What follows belongs to an exercise in optimizing a design on an open flow for small area, a short achievable clock period and few clock cycles; a production flow would make more cautious choices.
Only the layout flow was run in this run; the RTL was not checked for function there.
No activity file was given, so power comes from the tool's default toggle rates.

## flow/config.mk

```make
export PLATFORM = sky130hd
export DESIGN_NAME = sparse_mac_top
export DESIGN_NICKNAME = sparse_mac_top
export VERILOG_FILES = /design/flow/design.v
export SDC_FILE = /design/flow/constraint.sdc
export NUM_CORES = 4
export LEC_CHECK = 0
export CAP_MARGIN = 20
export CORE_MARGIN = 2
export CORE_UTILIZATION = 40
export CTS_BUF_LIST = sky130_fd_sc_hd__clkbuf_4 sky130_fd_sc_hd__clkbuf_8
export SETUP_SLACK_MARGIN = 3.75
export SLEW_MARGIN = 20
export SYNTH_HIERARCHICAL = 1
```

## flow/constraint.sdc

```tcl
create_clock -name core_clock -period 7.0 [get_ports {mac_clk}]
set_input_delay 1.4000 -clock core_clock [delete_from_list [all_inputs] [get_ports {mac_clk}]]
set_output_delay 1.4000 -clock core_clock [all_outputs]
set_load 0.01 [all_outputs]
```

## flow/design.v

```verilog
module csa_fa (
    input  a,
    input  b,
    input  c,
    output s,
    output co
);
assign s  = a ^ b ^ c;
assign co = (a & b) | (a & c) | (b & c);
endmodule
module csa_ha (
    input  a,
    input  b,
    output s,
    output co
);
assign s  = a ^ b;
assign co = a & b;
endmodule
module csa_fx (
    input  a,
    input  b,
    input  c,
    output s,
    output co
);
logic x;
assign x  = a ^ b;
assign s  = x ^ c;
assign co = x ? c : a;
endmodule
module sparse_mac_top
#(
    parameter int NUM_DECODERS = 2,
    parameter int VALUE_W = 16,
    parameter int INDEX_W = 16,
    parameter int DECODER_FIFO_DEPTH = 16,
    parameter int ACCUM_W = 32
)
(
    input mac_clk,
    input mac_rst,
    input [NUM_DECODERS-1:0] sram_valid_i,
    output [NUM_DECODERS-1:0] sram_ready_o,
    input [NUM_DECODERS*(1+VALUE_W+INDEX_W)-1:0] sram_data_i,
    output mac_valid_o,
    output [ACCUM_W-1:0] mac_data_o
);
localparam int DATA_W = 1 + VALUE_W + INDEX_W;
logic [INDEX_W-1:0] skip0, skip1;
logic [VALUE_W-1:0] val0, val1;
logic in_done0, in_done1;
assign {in_done0, val0, skip0} = sram_data_i[0 +: DATA_W];
assign {in_done1, val1, skip1} = sram_data_i[DATA_W +: DATA_W];
logic hv0, hv1;               
logic hd0, hd1;               
logic [VALUE_W-1:0] hval0;
logic [VALUE_W+1:0] hval0x3;          
logic [VALUE_W-1:0] hval1;
logic [5:0] g_s1, g_s2;
logic [4:0] g_s3, g_s4, g_neg;
logic [INDEX_W:0] diff;       
logic zq;                     
logic mat;                    
logic [31:0] acc_s, acc_c;    
logic [31:0] res;             
logic mq;                     
logic fin, both, d_neg, pop0, pop1, take0, take1;
assign fin   = (hv0 & hd0) | (hv1 & hd1);
assign both  = hv0 & hv1 & ~fin;
assign d_neg = diff[INDEX_W];
assign pop0  = both & ~d_neg;
assign pop1  = both & (d_neg | zq);
assign sram_ready_o[0] = ~fin & (~hv0 | pop0);
assign sram_ready_o[1] = ~fin & (~hv1 | pop1);
assign take0 = sram_valid_i[0] & sram_ready_o[0];
assign take1 = sram_valid_i[1] & sram_ready_o[1];
logic [INDEX_W:0] s1x, s0x, c10, c01, c11, diff_n;
logic [INDEX_W+1:0] c10_w, c11_w;
assign s1x   = {1'b0, skip1};
assign s0x   = {1'b0, skip0};
assign c10_w = {diff, 1'b1} + {s1x, 1'b1};           
assign c10   = c10_w[INDEX_W+1:1];
assign c01   = diff + ~s0x;                           
assign c11_w = {s1x, 1'b1} + {~s0x, 1'b1};           
assign c11   = c11_w[INDEX_W+1:1];
logic t00, t01, t10, t11;
assign t00 = ~take1 & ~take0;
assign t01 = ~take1 &  take0;
assign t10 =  take1 & ~take0;
assign t11 =  take1 &  take0;
assign diff_n = ({(INDEX_W+1){t00}} & diff) | ({(INDEX_W+1){t01}} & c01)
              | ({(INDEX_W+1){t10}} & c10) | ({(INDEX_W+1){t11}} & c11);
logic [INDEX_W:0] diff_m1;
logic z10, z01, z11, zn;
assign diff_m1 = diff - 1'b1;
assign z10 = (s1x == ~diff);
assign z01 = (s0x == diff_m1);
assign z11 = (skip1 == skip0);
assign zn  = (t00 & zq) | (t01 & z01) | (t10 & z10) | (t11 & z11);
logic hv0n, hv1n, hd0n, hd1n, finn, matn;
assign hv0n = take0 | (hv0 & ~pop0);
assign hv1n = take1 | (hv1 & ~pop1);
assign hd0n = take0 ? in_done0 : hd0;
assign hd1n = take1 ? in_done1 : hd1;
assign finn = (hv0n & hd0n) | (hv1n & hd1n);
assign matn = hv0n & hv1n & ~finn & zn;
logic [VALUE_W-1:0] n_val1;
logic [5:0] n_s1, n_s2;
logic [4:0] n_s3, n_s4, n_neg;
assign n_val1 = take1 ? val1 : hval1;
always_comb begin
    for (int j = 0; j < 5; j++) begin
        logic b2, b1, b0, bm;
        logic [2:0] x, mag;
        b2 = n_val1[3*j+2];
        b1 = n_val1[3*j+1];
        b0 = n_val1[3*j];
        bm = (j == 0) ? 1'b0 : n_val1[3*j-1];
        x = {b1, 1'b0} + {2'b00, b0} + {2'b00, bm};
        mag = b2 ? 3'd4 - x : x;
        n_s1[j] = (mag == 3'd1);
        n_s2[j] = (mag == 3'd2);
        n_s3[j] = (mag == 3'd3);
        n_s4[j] = (mag == 3'd4);
        n_neg[j] = b2;
    end
    n_s1[5] = n_val1[15] ^ n_val1[14];
    n_s2[5] = n_val1[15] & n_val1[14];
end
logic [17:0] bpp [5];
logic [16:0] bpp5;
logic [19:0] a_x;                   
assign a_x = {2'b00, hval0, 2'b00};
always_comb begin
    for (int j = 0; j < 5; j++)
        for (int i = 0; i < 18; i++)
            bpp[j][i] = ((g_s1[j] & a_x[i+2]) | (g_s2[j] & a_x[i+1])
                       | (g_s3[j] & hval0x3[i]) | (g_s4[j] & a_x[i])) ^ g_neg[j];
    for (int i = 0; i < 17; i++)
        bpp5[i] = (g_s1[5] & a_x[i+2]) | (g_s2[5] & a_x[i+1]);
end
logic [31:0] tree_s, tree_c;
logic mt_0, mt_1, mt_2, mt_3, mt_4, mt_5, mt_6, mt_7, mt_8, mt_9, mt_10, mt_11;
logic mt_12, mt_13, mt_14, mt_15, mt_16, mt_17, mt_18, mt_19, mt_20, mt_21, mt_22, mt_23;
logic mt_24, mt_25, mt_26, mt_27, mt_28, mt_29, mt_30, mt_31, mt_32, mt_33, mt_34, mt_35;
logic mt_36, mt_37, mt_38, mt_39, mt_40, mt_41, mt_42, mt_43, mt_44, mt_45, mt_46, mt_47;
logic mt_48, mt_49, mt_50, mt_51, mt_52, mt_53, mt_54, mt_55, mt_56, mt_57, mt_58, mt_59;
logic mt_60, mt_61, mt_62, mt_63, mt_64, mt_65, mt_66, mt_67, mt_68, mt_69, mt_70, mt_71;
logic mt_72, mt_73, mt_74, mt_75, mt_76, mt_77, mt_78, mt_79, mt_80, mt_81, mt_82, mt_83;
logic mt_84, mt_85, mt_86, mt_87, mt_88, mt_89, mt_90, mt_91, mt_92, mt_93, mt_94, mt_95;
logic mt_96, mt_97, mt_98, mt_99, mt_100, mt_101, mt_102, mt_103, mt_104, mt_105, mt_106, mt_107;
logic mt_108, mt_109, mt_110, mt_111, mt_112, mt_113, mt_114, mt_115, mt_116, mt_117, mt_118, mt_119;
logic mt_120, mt_121, mt_122, mt_123, mt_124, mt_125, mt_126, mt_127, mt_128, mt_129, mt_130, mt_131;
logic mt_132, mt_133, mt_134, mt_135, mt_136, mt_137, mt_138, mt_139, mt_140, mt_141, mt_142, mt_143;
logic mt_144, mt_145, mt_146, mt_147, mt_148, mt_149, mt_150, mt_151, mt_152, mt_153, mt_154, mt_155;
logic mt_156, mt_157, mt_158, mt_159, mt_160, mt_161, mt_162, mt_163, mt_164, mt_165, mt_166, mt_167;
logic mt_168, mt_169, mt_170, mt_171, mt_172, mt_173, mt_174, mt_175, mt_176, mt_177, mt_178, mt_179;
logic mt_180, mt_181, mt_182, mt_183, mt_184, mt_185, mt_186, mt_187, mt_188, mt_189, mt_190, mt_191;
logic mt_192, mt_193, mt_194, mt_195, mt_196, mt_197, mt_198, mt_199, mt_200, mt_201, mt_202, mt_203;
logic mt_204, mt_205, mt_206, mt_207, mt_208, mt_209, mt_210, mt_211, mt_212, mt_213, mt_214, mt_215;
logic mt_216, mt_217, mt_218, mt_219, mt_220, mt_221, mt_222, mt_223, mt_224, mt_225, mt_226, mt_227;
logic mt_228, mt_229, mt_230, mt_231, mt_232, mt_233, mt_234, mt_235, mt_236, mt_237, mt_238, mt_239;
logic mt_240, mt_241, mt_242, mt_243, mt_244, mt_245, mt_246, mt_247, mt_248, mt_249, mt_250, mt_251;
logic mt_252, mt_253, mt_254, mt_255, mt_256, mt_257, mt_258, mt_259, mt_260, mt_261, mt_262, mt_263;
logic mt_264, mt_265, mt_266, mt_267, mt_268, mt_269, mt_270, mt_271, mt_272, mt_273, mt_274, mt_275;
logic mt_276, mt_277, mt_278, mt_279, mt_280, mt_281, mt_282, mt_283, mt_284, mt_285, mt_286, mt_287;
logic mt_288, mt_289, mt_290, mt_291, mt_292, mt_293, mt_294, mt_295, mt_296, mt_297, mt_298, mt_299;
csa_ha u_mt_0 (.a(acc_s[9]), .b(acc_c[9]), .s(mt_0), .co(mt_1));
csa_ha u_mt_2 (.a(acc_s[10]), .b(acc_c[10]), .s(mt_2), .co(mt_3));
csa_ha u_mt_4 (.a(acc_s[11]), .b(acc_c[11]), .s(mt_4), .co(mt_5));
csa_fa u_mt_6 (.a(acc_s[12]), .b(acc_c[12]), .c(g_neg[4]), .s(mt_6), .co(mt_7));
csa_ha u_mt_8 (.a(bpp[0][12]), .b(bpp[1][9]), .s(mt_8), .co(mt_9));
csa_fa u_mt_10 (.a(acc_s[13]), .b(acc_c[13]), .c(bpp[0][13]), .s(mt_10), .co(mt_11));
csa_ha u_mt_12 (.a(bpp[1][10]), .b(bpp[2][7]), .s(mt_12), .co(mt_13));
csa_fa u_mt_14 (.a(acc_s[14]), .b(acc_c[14]), .c(bpp[0][14]), .s(mt_14), .co(mt_15));
csa_ha u_mt_16 (.a(bpp[1][11]), .b(bpp[2][8]), .s(mt_16), .co(mt_17));
csa_fa u_mt_18 (.a(acc_s[15]), .b(acc_c[15]), .c(bpp[0][15]), .s(mt_18), .co(mt_19));
csa_fa u_mt_20 (.a(bpp[1][12]), .b(bpp[2][9]), .c(bpp[3][6]), .s(mt_20), .co(mt_21));
csa_fa u_mt_22 (.a(acc_s[16]), .b(acc_c[16]), .c(bpp[0][16]), .s(mt_22), .co(mt_23));
csa_fa u_mt_24 (.a(bpp[1][13]), .b(bpp[2][10]), .c(bpp[3][7]), .s(mt_24), .co(mt_25));
csa_fa u_mt_26 (.a(acc_s[17]), .b(acc_c[17]), .c(bpp[0][17]), .s(mt_26), .co(mt_27));
csa_fa u_mt_28 (.a(bpp[1][14]), .b(bpp[2][11]), .c(bpp[3][8]), .s(mt_28), .co(mt_29));
csa_fa u_mt_30 (.a(1'b1), .b(acc_s[18]), .c(acc_c[18]), .s(mt_30), .co(mt_31));
csa_fa u_mt_32 (.a(~g_neg[0]), .b(bpp[1][15]), .c(bpp[2][12]), .s(mt_32), .co(mt_33));
csa_ha u_mt_34 (.a(bpp[3][9]), .b(bpp[4][6]), .s(mt_34), .co(mt_35));
csa_fa u_mt_36 (.a(1'b1), .b(acc_s[19]), .c(acc_c[19]), .s(mt_36), .co(mt_37));
csa_fa u_mt_38 (.a(bpp[1][16]), .b(bpp[2][13]), .c(bpp[3][10]), .s(mt_38), .co(mt_39));
csa_ha u_mt_40 (.a(bpp[4][7]), .b(bpp5[4]), .s(mt_40), .co(mt_41));
csa_fa u_mt_42 (.a(1'b1), .b(acc_s[20]), .c(acc_c[20]), .s(mt_42), .co(mt_43));
csa_fa u_mt_44 (.a(bpp[1][17]), .b(bpp[2][14]), .c(bpp[3][11]), .s(mt_44), .co(mt_45));
csa_ha u_mt_46 (.a(bpp[4][8]), .b(bpp5[5]), .s(mt_46), .co(mt_47));
csa_fa u_mt_48 (.a(acc_s[21]), .b(acc_c[21]), .c(~g_neg[1]), .s(mt_48), .co(mt_49));
csa_fa u_mt_50 (.a(bpp[2][15]), .b(bpp[3][12]), .c(bpp[4][9]), .s(mt_50), .co(mt_51));
csa_fa u_mt_52 (.a(1'b1), .b(acc_s[22]), .c(acc_c[22]), .s(mt_52), .co(mt_53));
csa_ha u_mt_54 (.a(bpp[2][16]), .b(bpp[3][13]), .s(mt_54), .co(mt_55));
csa_fa u_mt_56 (.a(1'b1), .b(acc_s[23]), .c(acc_c[23]), .s(mt_56), .co(mt_57));
csa_ha u_mt_58 (.a(bpp[2][17]), .b(bpp[3][14]), .s(mt_58), .co(mt_59));
csa_fa u_mt_60 (.a(acc_s[24]), .b(acc_c[24]), .c(~g_neg[2]), .s(mt_60), .co(mt_61));
csa_ha u_mt_62 (.a(1'b1), .b(acc_s[25]), .s(mt_62), .co(mt_63));
csa_ha u_mt_64 (.a(1'b1), .b(acc_s[26]), .s(mt_64), .co(mt_65));
csa_ha u_mt_66 (.a(acc_s[3]), .b(acc_c[3]), .s(mt_66), .co(mt_67));
csa_ha u_mt_68 (.a(acc_s[4]), .b(acc_c[4]), .s(mt_68), .co(mt_69));
csa_ha u_mt_70 (.a(acc_s[5]), .b(acc_c[5]), .s(mt_70), .co(mt_71));
csa_fa u_mt_72 (.a(acc_s[6]), .b(acc_c[6]), .c(g_neg[2]), .s(mt_72), .co(mt_73));
csa_ha u_mt_74 (.a(bpp[0][6]), .b(bpp[1][3]), .s(mt_74), .co(mt_75));
csa_fa u_mt_76 (.a(acc_s[7]), .b(acc_c[7]), .c(bpp[0][7]), .s(mt_76), .co(mt_77));
csa_ha u_mt_78 (.a(bpp[1][4]), .b(bpp[2][1]), .s(mt_78), .co(mt_79));
csa_fa u_mt_80 (.a(acc_s[8]), .b(acc_c[8]), .c(bpp[0][8]), .s(mt_80), .co(mt_81));
csa_ha u_mt_82 (.a(bpp[1][5]), .b(bpp[2][2]), .s(mt_82), .co(mt_83));
csa_fa u_mt_84 (.a(g_neg[3]), .b(mt_0), .c(bpp[0][9]), .s(mt_84), .co(mt_85));
csa_fa u_mt_86 (.a(bpp[1][6]), .b(bpp[2][3]), .c(bpp[3][0]), .s(mt_86), .co(mt_87));
csa_fa u_mt_88 (.a(mt_1), .b(mt_2), .c(bpp[0][10]), .s(mt_88), .co(mt_89));
csa_fa u_mt_90 (.a(bpp[1][7]), .b(bpp[2][4]), .c(bpp[3][1]), .s(mt_90), .co(mt_91));
csa_fa u_mt_92 (.a(mt_3), .b(mt_4), .c(bpp[0][11]), .s(mt_92), .co(mt_93));
csa_fa u_mt_94 (.a(bpp[1][8]), .b(bpp[2][5]), .c(bpp[3][2]), .s(mt_94), .co(mt_95));
csa_fa u_mt_96 (.a(mt_5), .b(mt_6), .c(bpp[2][6]), .s(mt_96), .co(mt_97));
csa_fa u_mt_98 (.a(bpp[3][3]), .b(bpp[4][0]), .c(mt_8), .s(mt_98), .co(mt_99));
csa_fa u_mt_100 (.a(mt_7), .b(bpp[3][4]), .c(bpp[4][1]), .s(mt_100), .co(mt_101));
csa_fa u_mt_102 (.a(mt_10), .b(mt_9), .c(mt_12), .s(mt_102), .co(mt_103));
csa_fa u_mt_104 (.a(bpp[3][5]), .b(bpp[4][2]), .c(mt_14), .s(mt_104), .co(mt_105));
csa_fa u_mt_106 (.a(mt_13), .b(mt_16), .c(mt_11), .s(mt_106), .co(mt_107));
csa_fa u_mt_108 (.a(bpp[4][3]), .b(bpp5[0]), .c(mt_18), .s(mt_108), .co(mt_109));
csa_fa u_mt_110 (.a(mt_17), .b(mt_15), .c(mt_20), .s(mt_110), .co(mt_111));
csa_fa u_mt_112 (.a(bpp[4][4]), .b(bpp5[1]), .c(mt_22), .s(mt_112), .co(mt_113));
csa_fa u_mt_114 (.a(mt_19), .b(mt_21), .c(mt_24), .s(mt_114), .co(mt_115));
csa_fa u_mt_116 (.a(bpp[4][5]), .b(bpp5[2]), .c(mt_26), .s(mt_116), .co(mt_117));
csa_fa u_mt_118 (.a(mt_23), .b(mt_25), .c(mt_28), .s(mt_118), .co(mt_119));
csa_fa u_mt_120 (.a(mt_30), .b(bpp5[3]), .c(mt_34), .s(mt_120), .co(mt_121));
csa_fa u_mt_122 (.a(mt_27), .b(mt_29), .c(mt_32), .s(mt_122), .co(mt_123));
csa_fa u_mt_124 (.a(mt_31), .b(mt_36), .c(mt_35), .s(mt_124), .co(mt_125));
csa_fa u_mt_126 (.a(mt_40), .b(mt_33), .c(mt_38), .s(mt_126), .co(mt_127));
csa_fa u_mt_128 (.a(mt_37), .b(mt_42), .c(mt_41), .s(mt_128), .co(mt_129));
csa_fa u_mt_130 (.a(mt_46), .b(mt_39), .c(mt_44), .s(mt_130), .co(mt_131));
csa_fa u_mt_132 (.a(mt_43), .b(mt_48), .c(bpp5[6]), .s(mt_132), .co(mt_133));
csa_fa u_mt_134 (.a(mt_47), .b(mt_45), .c(mt_50), .s(mt_134), .co(mt_135));
csa_fa u_mt_136 (.a(mt_52), .b(mt_49), .c(bpp[4][10]), .s(mt_136), .co(mt_137));
csa_fa u_mt_138 (.a(bpp5[7]), .b(mt_54), .c(mt_51), .s(mt_138), .co(mt_139));
csa_fa u_mt_140 (.a(mt_53), .b(mt_56), .c(bpp[4][11]), .s(mt_140), .co(mt_141));
csa_fa u_mt_142 (.a(bpp5[8]), .b(mt_55), .c(mt_58), .s(mt_142), .co(mt_143));
csa_fa u_mt_144 (.a(mt_57), .b(mt_60), .c(bpp[3][15]), .s(mt_144), .co(mt_145));
csa_fa u_mt_146 (.a(bpp[4][12]), .b(bpp5[9]), .c(mt_59), .s(mt_146), .co(mt_147));
csa_fa u_mt_148 (.a(acc_c[25]), .b(mt_62), .c(mt_61), .s(mt_148), .co(mt_149));
csa_fa u_mt_150 (.a(bpp[3][16]), .b(bpp[4][13]), .c(bpp5[10]), .s(mt_150), .co(mt_151));
csa_fa u_mt_152 (.a(acc_c[26]), .b(mt_63), .c(mt_64), .s(mt_152), .co(mt_153));
csa_fa u_mt_154 (.a(bpp[3][17]), .b(bpp[4][14]), .c(bpp5[11]), .s(mt_154), .co(mt_155));
csa_fa u_mt_156 (.a(acc_s[27]), .b(acc_c[27]), .c(mt_65), .s(mt_156), .co(mt_157));
csa_fa u_mt_158 (.a(~g_neg[3]), .b(bpp[4][15]), .c(bpp5[12]), .s(mt_158), .co(mt_159));
csa_fa u_mt_160 (.a(1'b1), .b(acc_s[28]), .c(acc_c[28]), .s(mt_160), .co(mt_161));
csa_ha u_mt_162 (.a(bpp[4][16]), .b(bpp5[13]), .s(mt_162), .co(mt_163));
csa_fa u_mt_164 (.a(1'b1), .b(acc_s[29]), .c(acc_c[29]), .s(mt_164), .co(mt_165));
csa_ha u_mt_166 (.a(bpp[4][17]), .b(bpp5[14]), .s(mt_166), .co(mt_167));
csa_fa u_mt_168 (.a(acc_s[30]), .b(acc_c[30]), .c(~g_neg[4]), .s(mt_168), .co(mt_169));
csa_ha u_mt_170 (.a(1'b1), .b(acc_s[31]), .s(mt_170), .co(mt_171));
csa_ha u_mt_172 (.a(acc_s[0]), .b(acc_c[0]), .s(mt_172), .co(mt_173));
csa_ha u_mt_174 (.a(acc_s[1]), .b(acc_c[1]), .s(mt_174), .co(mt_175));
csa_ha u_mt_176 (.a(acc_s[2]), .b(acc_c[2]), .s(mt_176), .co(mt_177));
csa_fa u_mt_178 (.a(g_neg[1]), .b(mt_66), .c(bpp[0][3]), .s(mt_178), .co(mt_179));
csa_fa u_mt_180 (.a(mt_67), .b(mt_68), .c(bpp[0][4]), .s(mt_180), .co(mt_181));
csa_fa u_mt_182 (.a(mt_69), .b(mt_70), .c(bpp[0][5]), .s(mt_182), .co(mt_183));
csa_fa u_mt_184 (.a(mt_71), .b(mt_72), .c(bpp[2][0]), .s(mt_184), .co(mt_185));
csa_fa u_mt_186 (.a(mt_73), .b(mt_76), .c(mt_75), .s(mt_186), .co(mt_187));
csa_fa u_mt_188 (.a(mt_80), .b(mt_79), .c(mt_82), .s(mt_188), .co(mt_189));
csa_fa u_mt_190 (.a(mt_84), .b(mt_83), .c(mt_81), .s(mt_190), .co(mt_191));
csa_fa u_mt_192 (.a(mt_88), .b(mt_85), .c(mt_87), .s(mt_192), .co(mt_193));
csa_fa u_mt_194 (.a(mt_92), .b(mt_89), .c(mt_91), .s(mt_194), .co(mt_195));
csa_fa u_mt_196 (.a(mt_96), .b(mt_93), .c(mt_95), .s(mt_196), .co(mt_197));
csa_fx u_mt_198 (.a(mt_97), .b(mt_100), .c(mt_102), .s(mt_198), .co(mt_199));
csa_fx u_mt_200 (.a(mt_101), .b(mt_104), .c(mt_103), .s(mt_200), .co(mt_201));
csa_fx u_mt_202 (.a(mt_108), .b(mt_105), .c(mt_107), .s(mt_202), .co(mt_203));
csa_fx u_mt_204 (.a(mt_112), .b(mt_109), .c(mt_114), .s(mt_204), .co(mt_205));
csa_fx u_mt_206 (.a(mt_116), .b(mt_113), .c(mt_118), .s(mt_206), .co(mt_207));
csa_fx u_mt_208 (.a(mt_120), .b(mt_117), .c(mt_122), .s(mt_208), .co(mt_209));
csa_fx u_mt_210 (.a(mt_124), .b(mt_121), .c(mt_126), .s(mt_210), .co(mt_211));
csa_fx u_mt_212 (.a(mt_128), .b(mt_125), .c(mt_130), .s(mt_212), .co(mt_213));
csa_fx u_mt_214 (.a(mt_132), .b(mt_129), .c(mt_134), .s(mt_214), .co(mt_215));
csa_fx u_mt_216 (.a(mt_136), .b(mt_133), .c(mt_138), .s(mt_216), .co(mt_217));
csa_fa u_mt_218 (.a(mt_140), .b(mt_137), .c(mt_142), .s(mt_218), .co(mt_219));
csa_fa u_mt_220 (.a(mt_144), .b(mt_141), .c(mt_146), .s(mt_220), .co(mt_221));
csa_fa u_mt_222 (.a(mt_148), .b(mt_145), .c(mt_150), .s(mt_222), .co(mt_223));
csa_fa u_mt_224 (.a(mt_152), .b(mt_149), .c(mt_151), .s(mt_224), .co(mt_225));
csa_fa u_mt_226 (.a(mt_156), .b(mt_153), .c(mt_155), .s(mt_226), .co(mt_227));
csa_fa u_mt_228 (.a(mt_160), .b(mt_157), .c(mt_162), .s(mt_228), .co(mt_229));
csa_fa u_mt_230 (.a(mt_161), .b(mt_164), .c(mt_163), .s(mt_230), .co(mt_231));
csa_fa u_mt_232 (.a(mt_165), .b(mt_168), .c(bpp5[15]), .s(mt_232), .co(mt_233));
csa_fa u_mt_234 (.a(acc_c[31]), .b(mt_170), .c(mt_169), .s(mt_234), .co(mt_235));
csa_ha u_mt_236 (.a(g_neg[0]), .b(mt_172), .s(mt_236), .co(mt_237));
csa_fa u_mt_238 (.a(mt_173), .b(mt_174), .c(bpp[0][1]), .s(mt_238), .co(mt_239));
csa_fa u_mt_240 (.a(mt_175), .b(mt_176), .c(bpp[0][2]), .s(mt_240), .co(mt_241));
csa_fa u_mt_242 (.a(mt_177), .b(bpp[1][0]), .c(mt_178), .s(mt_242), .co(mt_243));
csa_fa u_mt_244 (.a(bpp[1][1]), .b(mt_180), .c(mt_179), .s(mt_244), .co(mt_245));
csa_fa u_mt_246 (.a(bpp[1][2]), .b(mt_182), .c(mt_181), .s(mt_246), .co(mt_247));
csa_fa u_mt_248 (.a(mt_184), .b(mt_74), .c(mt_183), .s(mt_248), .co(mt_249));
csa_fa u_mt_250 (.a(mt_78), .b(mt_185), .c(mt_186), .s(mt_250), .co(mt_251));
csa_fa u_mt_252 (.a(mt_77), .b(mt_187), .c(mt_188), .s(mt_252), .co(mt_253));
csa_fa u_mt_254 (.a(mt_86), .b(mt_190), .c(mt_189), .s(mt_254), .co(mt_255));
csa_fa u_mt_256 (.a(mt_90), .b(mt_191), .c(mt_192), .s(mt_256), .co(mt_257));
csa_fa u_mt_258 (.a(mt_94), .b(mt_193), .c(mt_194), .s(mt_258), .co(mt_259));
csa_fa u_mt_260 (.a(mt_98), .b(mt_195), .c(mt_196), .s(mt_260), .co(mt_261));
csa_fa u_mt_262 (.a(mt_99), .b(mt_197), .c(mt_198), .s(mt_262), .co(mt_263));
csa_fx u_mt_264 (.a(mt_106), .b(mt_200), .c(mt_199), .s(mt_264), .co(mt_265));
csa_fx u_mt_266 (.a(mt_110), .b(mt_202), .c(mt_201), .s(mt_266), .co(mt_267));
csa_fx u_mt_268 (.a(mt_111), .b(mt_204), .c(mt_203), .s(mt_268), .co(mt_269));
csa_fx u_mt_270 (.a(mt_115), .b(mt_206), .c(mt_205), .s(mt_270), .co(mt_271));
csa_fx u_mt_272 (.a(mt_119), .b(mt_208), .c(mt_207), .s(mt_272), .co(mt_273));
csa_fx u_mt_274 (.a(mt_123), .b(mt_210), .c(mt_209), .s(mt_274), .co(mt_275));
csa_fx u_mt_276 (.a(mt_127), .b(mt_212), .c(mt_211), .s(mt_276), .co(mt_277));
csa_fx u_mt_278 (.a(mt_131), .b(mt_214), .c(mt_213), .s(mt_278), .co(mt_279));
csa_fx u_mt_280 (.a(mt_135), .b(mt_216), .c(mt_215), .s(mt_280), .co(mt_281));
csa_fx u_mt_282 (.a(mt_139), .b(mt_218), .c(mt_217), .s(mt_282), .co(mt_283));
csa_fa u_mt_284 (.a(mt_143), .b(mt_220), .c(mt_219), .s(mt_284), .co(mt_285));
csa_fa u_mt_286 (.a(mt_147), .b(mt_222), .c(mt_221), .s(mt_286), .co(mt_287));
csa_fa u_mt_288 (.a(mt_154), .b(mt_224), .c(mt_223), .s(mt_288), .co(mt_289));
csa_fa u_mt_290 (.a(mt_158), .b(mt_226), .c(mt_225), .s(mt_290), .co(mt_291));
csa_fa u_mt_292 (.a(mt_159), .b(mt_228), .c(mt_227), .s(mt_292), .co(mt_293));
csa_fa u_mt_294 (.a(mt_166), .b(mt_230), .c(mt_229), .s(mt_294), .co(mt_295));
csa_fa u_mt_296 (.a(mt_232), .b(mt_167), .c(mt_231), .s(mt_296), .co(mt_297));
csa_fa u_mt_298 (.a(bpp5[16]), .b(mt_234), .c(mt_233), .s(mt_298), .co(mt_299));
assign tree_s[0] = bpp[0][0];
assign tree_c[0] = mt_236;
assign tree_s[1] = mt_238;
assign tree_c[1] = mt_237;
assign tree_s[2] = mt_240;
assign tree_c[2] = mt_239;
assign tree_s[3] = mt_242;
assign tree_c[3] = mt_241;
assign tree_s[4] = mt_244;
assign tree_c[4] = mt_243;
assign tree_s[5] = mt_246;
assign tree_c[5] = mt_245;
assign tree_s[6] = mt_248;
assign tree_c[6] = mt_247;
assign tree_s[7] = mt_250;
assign tree_c[7] = mt_249;
assign tree_s[8] = mt_252;
assign tree_c[8] = mt_251;
assign tree_s[9] = mt_254;
assign tree_c[9] = mt_253;
assign tree_s[10] = mt_256;
assign tree_c[10] = mt_255;
assign tree_s[11] = mt_258;
assign tree_c[11] = mt_257;
assign tree_s[12] = mt_260;
assign tree_c[12] = mt_259;
assign tree_s[13] = mt_262;
assign tree_c[13] = mt_261;
assign tree_s[14] = mt_264;
assign tree_c[14] = mt_263;
assign tree_s[15] = mt_266;
assign tree_c[15] = mt_265;
assign tree_s[16] = mt_268;
assign tree_c[16] = mt_267;
assign tree_s[17] = mt_270;
assign tree_c[17] = mt_269;
assign tree_s[18] = mt_272;
assign tree_c[18] = mt_271;
assign tree_s[19] = mt_274;
assign tree_c[19] = mt_273;
assign tree_s[20] = mt_276;
assign tree_c[20] = mt_275;
assign tree_s[21] = mt_278;
assign tree_c[21] = mt_277;
assign tree_s[22] = mt_280;
assign tree_c[22] = mt_279;
assign tree_s[23] = mt_282;
assign tree_c[23] = mt_281;
assign tree_s[24] = mt_284;
assign tree_c[24] = mt_283;
assign tree_s[25] = mt_286;
assign tree_c[25] = mt_285;
assign tree_s[26] = mt_288;
assign tree_c[26] = mt_287;
assign tree_s[27] = mt_290;
assign tree_c[27] = mt_289;
assign tree_s[28] = mt_292;
assign tree_c[28] = mt_291;
assign tree_s[29] = mt_294;
assign tree_c[29] = mt_293;
assign tree_s[30] = mt_296;
assign tree_c[30] = mt_295;
assign tree_s[31] = mt_298;
assign tree_c[31] = mt_297;
always_ff @(posedge mac_clk or negedge mac_rst) begin
    if (~mac_rst) begin
        hv0   <= 1'b0;
        hv1   <= 1'b0;
        diff  <= '0;
        zq    <= 1'b1;
        mat   <= 1'b0;
        acc_s <= '0;
        acc_c <= '0;
        mq    <= 1'b0;
        g_s1  <= '0;
        g_s2  <= '0;
        g_s3  <= '0;
        g_s4  <= '0;
        g_neg <= '0;
        hval0 <= '0;
        hval0x3 <= '0;
    end else begin
        hv0   <= hv0n;
        hv1   <= hv1n;
        diff  <= diff_n;
        zq    <= zn;
        mat   <= matn;
        acc_s <= tree_s;
        acc_c <= tree_c;
        mq    <= mat;
        g_s1  <= n_s1 & {6{matn}};
        g_s2  <= n_s2 & {6{matn}};
        g_s3  <= n_s3 & {5{matn}};
        g_s4  <= n_s4 & {5{matn}};
        g_neg <= n_neg & {5{matn}};
        if (take0) begin
            hval0   <= val0;
            hval0x3 <= {2'b00, val0} + {1'b0, val0, 1'b0};
        end
    end
end
function automatic [31:0] bk_add(input [31:0] a, input [31:0] b);
    logic [31:0] g, p, gg, pp;
    g = a & b;
    p = a ^ b;
    gg = g;
    pp = p;
    for (int l = 0; l < 5; l++)
        for (int i = 0; i < 32; i++)
            if (((i + 1) % (2 << l)) == 0) begin
                gg[i] = gg[i] | (pp[i] & gg[i - (1 << l)]);
                pp[i] = pp[i] & pp[i - (1 << l)];
            end
    for (int l = 3; l >= 0; l--)
        for (int i = 0; i < 32; i++)
            if (((i + 1) % (2 << l)) == (1 << l) && i >= (2 << l)) begin
                gg[i] = gg[i] | (pp[i] & gg[i - (1 << l)]);
                pp[i] = pp[i] & pp[i - (1 << l)];
            end
    bk_add = p ^ {gg[30:0], 1'b0};
endfunction
always_ff @(posedge mac_clk) begin
    res <= bk_add(acc_s, acc_c);
    if (take0) hd0 <= in_done0;
    if (take1) begin
        hval1 <= val1;
        hd1   <= in_done1;
    end
end
assign mac_valid_o = fin & ~mq;
assign mac_data_o  = res;
endmodule
```

## flow/flow/run.sh

```bash
#!/bin/bash
set -euo pipefail
export BUFFER_PORTS_ARGS="-buffer_cell sky130_fd_sc_hd__buf_2"
bash standard.sh finish > flow_make.log 2>&1
```

## flow/standard.sh

```bash
#!/bin/bash
# synth_recipe.tcl (not shown) runs the flow's synth.tcl, then flattens the netlist and writes it again
# the make line also repeats each setting of config.mk as NAME=value (left out here)
make -C /OpenROAD-flow-scripts/flow DESIGN_CONFIG=/design/flow/config.mk WORK_HOME=/design/flow/orfs CLKGATE_MAP_FILE= SYNTH_SCRIPT=/design/flow/synth_recipe.tcl "${@:-finish}"
```

==> out/results.ini <==
[status]
outcome = complete, no violations

[critical_path]
required_ns = 7.45
r2r_start = diff[3]
critical_path_class = reg -> reg
crit_arrival_ns = 3.80
cp_slowest_cell = dfrtp_2
crit_path_max_fanout = 7
max_stage_delay_ns = 0.48
rrSetupSlack_ns = 3.66
worst_setup_path_end_kind = flop
reg2reg_to = g_s1[3]
critical_path.cell_chain = or3_4, or3b_4, xnor2_2, or4_1, nor3_2, nand4_1, o21ai_4, nand3_4, buf_12, nor4bb_2
critical_path.startpoint_type = flop
ff2ff_path_depth = 10

[yosys]
ys_types = 76
syn_area_sq_um = 16700
synth_seq_cells = 196
synth_ff_type = dfrtp_1
synth_commonest_cells = nand2_1, dfrtp_1, xnor2_1, ha_1, fa_1
netlist_top_cells_area = dfrtp_1, fa_1, ha_1, xnor2_1, dfxtp_1
avgSynthCellArea_sq_um = 10.3
yosysTopAreaCell = dfrtp_1
synth_top_cell_area_share = 0.217
synthArstFlopShare = 0.745
synthMostInstantiatedCell = nand2_1
syn-instance-count = 1627
yosysSeqAreaShare = 0.278
ys_warn_count = 9
synth-edff-count = 0

[cells_and_area]
utilization = 0.474
instances_no_fill = 2271
nets = 2055
drive_above_1_share = 0.220
area_delta_synth_final_pct = 16.4

[grt]
grt_overflow_total = 0
track_usage = 0.208
first_global_vias = 12900
antenna_found_initial = 1
grt_pass1_wl_mm = 71.5
grt_max_degree = 89

[detailed_routing]
via_per_inst = 5.63
firstDrtPassIters = 9
ant_nets = 0
drtIter0Drc = 884
vias = 12800
avgRoutedWirePerCell_um = 19.3
drcViolationCount = 0
routed_wl_mm = 43.8

[floorplanning]
die_height_um = 209
start_util = 0.407
boundaryPins = 105
rows = 74
core-area_sq_um = 41100
die_w_um = 209
die_area_sq_um = 43500

[sta]
max_slew.worst_pin.slew_ns = 0.870
fin_tns_setup_ns = 0
final.setup.worst_slack_ns = 3.66
maxSlewHeadroom = 0.420
rsz0062_at_grt = yes
min_period_over_period = 0.478
fmax_mhz = 299
finalHoldViolCount = 0
fin_skew_ns = 0.0184
setup_viol = 0
maxSlewViolCount = 0
fin_crit_ns = 3.34

[placed_design]
dp_hpwl_mm = 33.0
dp_slack_ns = 2.96
port_buffers = 104
dpl.cell_count = 2168
place.gp.congestion = 0.894

[cts]
cts_tree = yes
cts-htree-levels = 4
cts.clk_slew.worst_paths_ns = 0.12
cts-hold-fix-buffers = 0
cts_sinks = 196
clock_latency_ns = 0.56
cts_buffer_depth = 2
cts_root_buf = clkbuf_8
numCtsBuffers = 17

[hold_path]
worst_hold_path_type = reg -> reg
hold_path.startpoint = mat
hold_end = mq
hold_path_depth = 0

[power]
total_power_mw = 6.59
power_leakage_nw = 8.90
p_per_area_nw_per_um2 = 338
ir_drop_mv = 0.261

[job]
cap_violations = 0

per-stage QoR:
step	hold WS [ns]	instance area [sq um]
final	0.365	19500
after global routing	0.376	19500
after CTS	0.372	18800
after detailed placement	0.340	18000
after global placement	0.337	18000
after floorplan	0.331	17200
worst max-delay path: cells and delay by family, from the launching register on:
family | cells | cell delay [ns]
flip-flops | 1 | 0.48
XOR/XNOR | 1 | 0.17
AND/OR/NAND/NOR | 7 | 2.12
buffers and inverters | 1 | 0.19
AO/OA/AOI/OAI | 1 | 0.28
kinds of logic after synthesis:
kind of cell / count (synthesis) / share of synthesized area
multiplexers: 19 / 0.0123
other: 1 / 0.000224
XOR/XNOR: 198 / 0.122
adder cells (fa/ha/maj): 280 / 0.262
AND/OR/NAND/NOR: 343 / 0.103
flip-flops: 196 / 0.278
buffers and inverters: 187 / 0.0428
AO/OA/AOI/OAI: 403 / 0.180
sequential cells by signal (all words and copies together), names as in the netlist, 5 cells and up:
signal	flops
g_s3	5
hval0	15
diff	17
g_s2	6
acc_c	32
g_s1	6
hval0x3	18
acc_s	32
hval1	16
g_s4	5
g_neg	5
res	32
cell usage in the layout, fill, tap and decap left out, types with 18 or more instances in the layout:
master	Yosys	layout
a21o_1	32	32
a21oi_1	55	48
a221oi_1	71	56
a22o_1	86	86
buf_2	2	102
buf_4	1	62
dfrtp_1	145	106
dfrtp_2	0	26
dfxtp_1	50	50
fa_1	124	115
ha_1	136	115
inv_1	79	72
maj3_1	20	20
nand2_1	155	149
nand3_1	19	19
nor2_1	51	48
nor3_1	26	18
o21ai_0	53	46
xnor2_1	141	137
xor2_1	37	35
xor3_1	20	20
modules after synthesis (local to each module, per instance):
module          flops+latches  cell area, sq um
sparse_mac_top            196             13700
csa_ha                      0              12.5
csa_fx                      0              33.8
csa_fa                      0              20.0
layer usage:
metal  share of wire  GRT usage  routed length (um)  up-vias
met1            0.46      0.285               20000     6276
met3           0.047     0.0367                2050       81
met2            0.48      0.338               20800      374
met5               0          0                   0        -
li1                -          -                   -     6060
met4           0.023     0.0633                 999        0
where the power goes:
part / total [mW] / internal, mW / switching (mW) / leakage (nW)
registers: 2.05 / 1.47 / 0.583 / 2.26
clock network: 0.788 / 0.326 / 0.462 / 0.201
logic: 3.75 / 1.80 / 1.95 / 6.44
total: 6.59 / 3.59 / 3.00 / 8.90
how the worst max path moves through the flow:
stage                    start               to  slack, ns  depth (start not counted)
6_report               diff[3]          g_s1[3]       3.66                         10
5_1_grt                     zq  sram_ready_o[1]       3.58                          5
4_1_cts                     zq  sram_ready_o[1]       3.60                          5
3_5_place_dp    sram_data_i[1]          g_s1[3]       2.96                         12
3_3_place_gp    sram_data_i[1]          g_s3[4]       3.06                         12
2_1_floorplan  sram_data_i[10]          g_s2[4]       3.61                         12
final cells by class:
class,count,area (sq um)
flip-flops and latches,196,4740
fillers,3856,21600
inverters,79,313
clock inverters,15,175
well taps,532,666
multi-input cells,1257,12200
repair buffers,174,1120
diodes,1,2.50
clock buffers,17,234
timing repair:
action | in CTS | in global routing
pin swaps | 19 | 21
hold endpoints to repair | 0 | 0
setup endpoints to repair | 70 | 66
gates cloned | 3 | 2
gates resized for setup | 56 | 79
buffers inserted | 21 | 44

-- re-timing with driven ports --
Ports are ideal in the flow. The routed layout listed here was re-timed in OpenROAD.
Step 1 sets driving cells, clkbuf_16 on the clock port and buf_2 on the other inputs (assumed; they add their load-dependent delay and slew).
Step 2 adds t to the input delays and takes it off the output delays; t is the mean of the earliest and latest rising clock arrival at the registers after step 1. Input paths then give back, and output paths get back, about the clock's delay inside the block.
Slacks: no drivers / after step 1 / after step 2; pairs: no drivers / after step 1.
shift t [ns]: 0.605
setup WS [ns]: 3.656 / 3.615 / 3.119
worst setup path at the end: input to register
slew at the worst register clock pin (ns): 0.12 / 0.12
worst slew at a driven data input, ns: 0.07
After both steps this run still meets setup and hold. For this run, drivers alone change the setup slack by -0.041 ns; drivers and shift together by -0.537 ns.
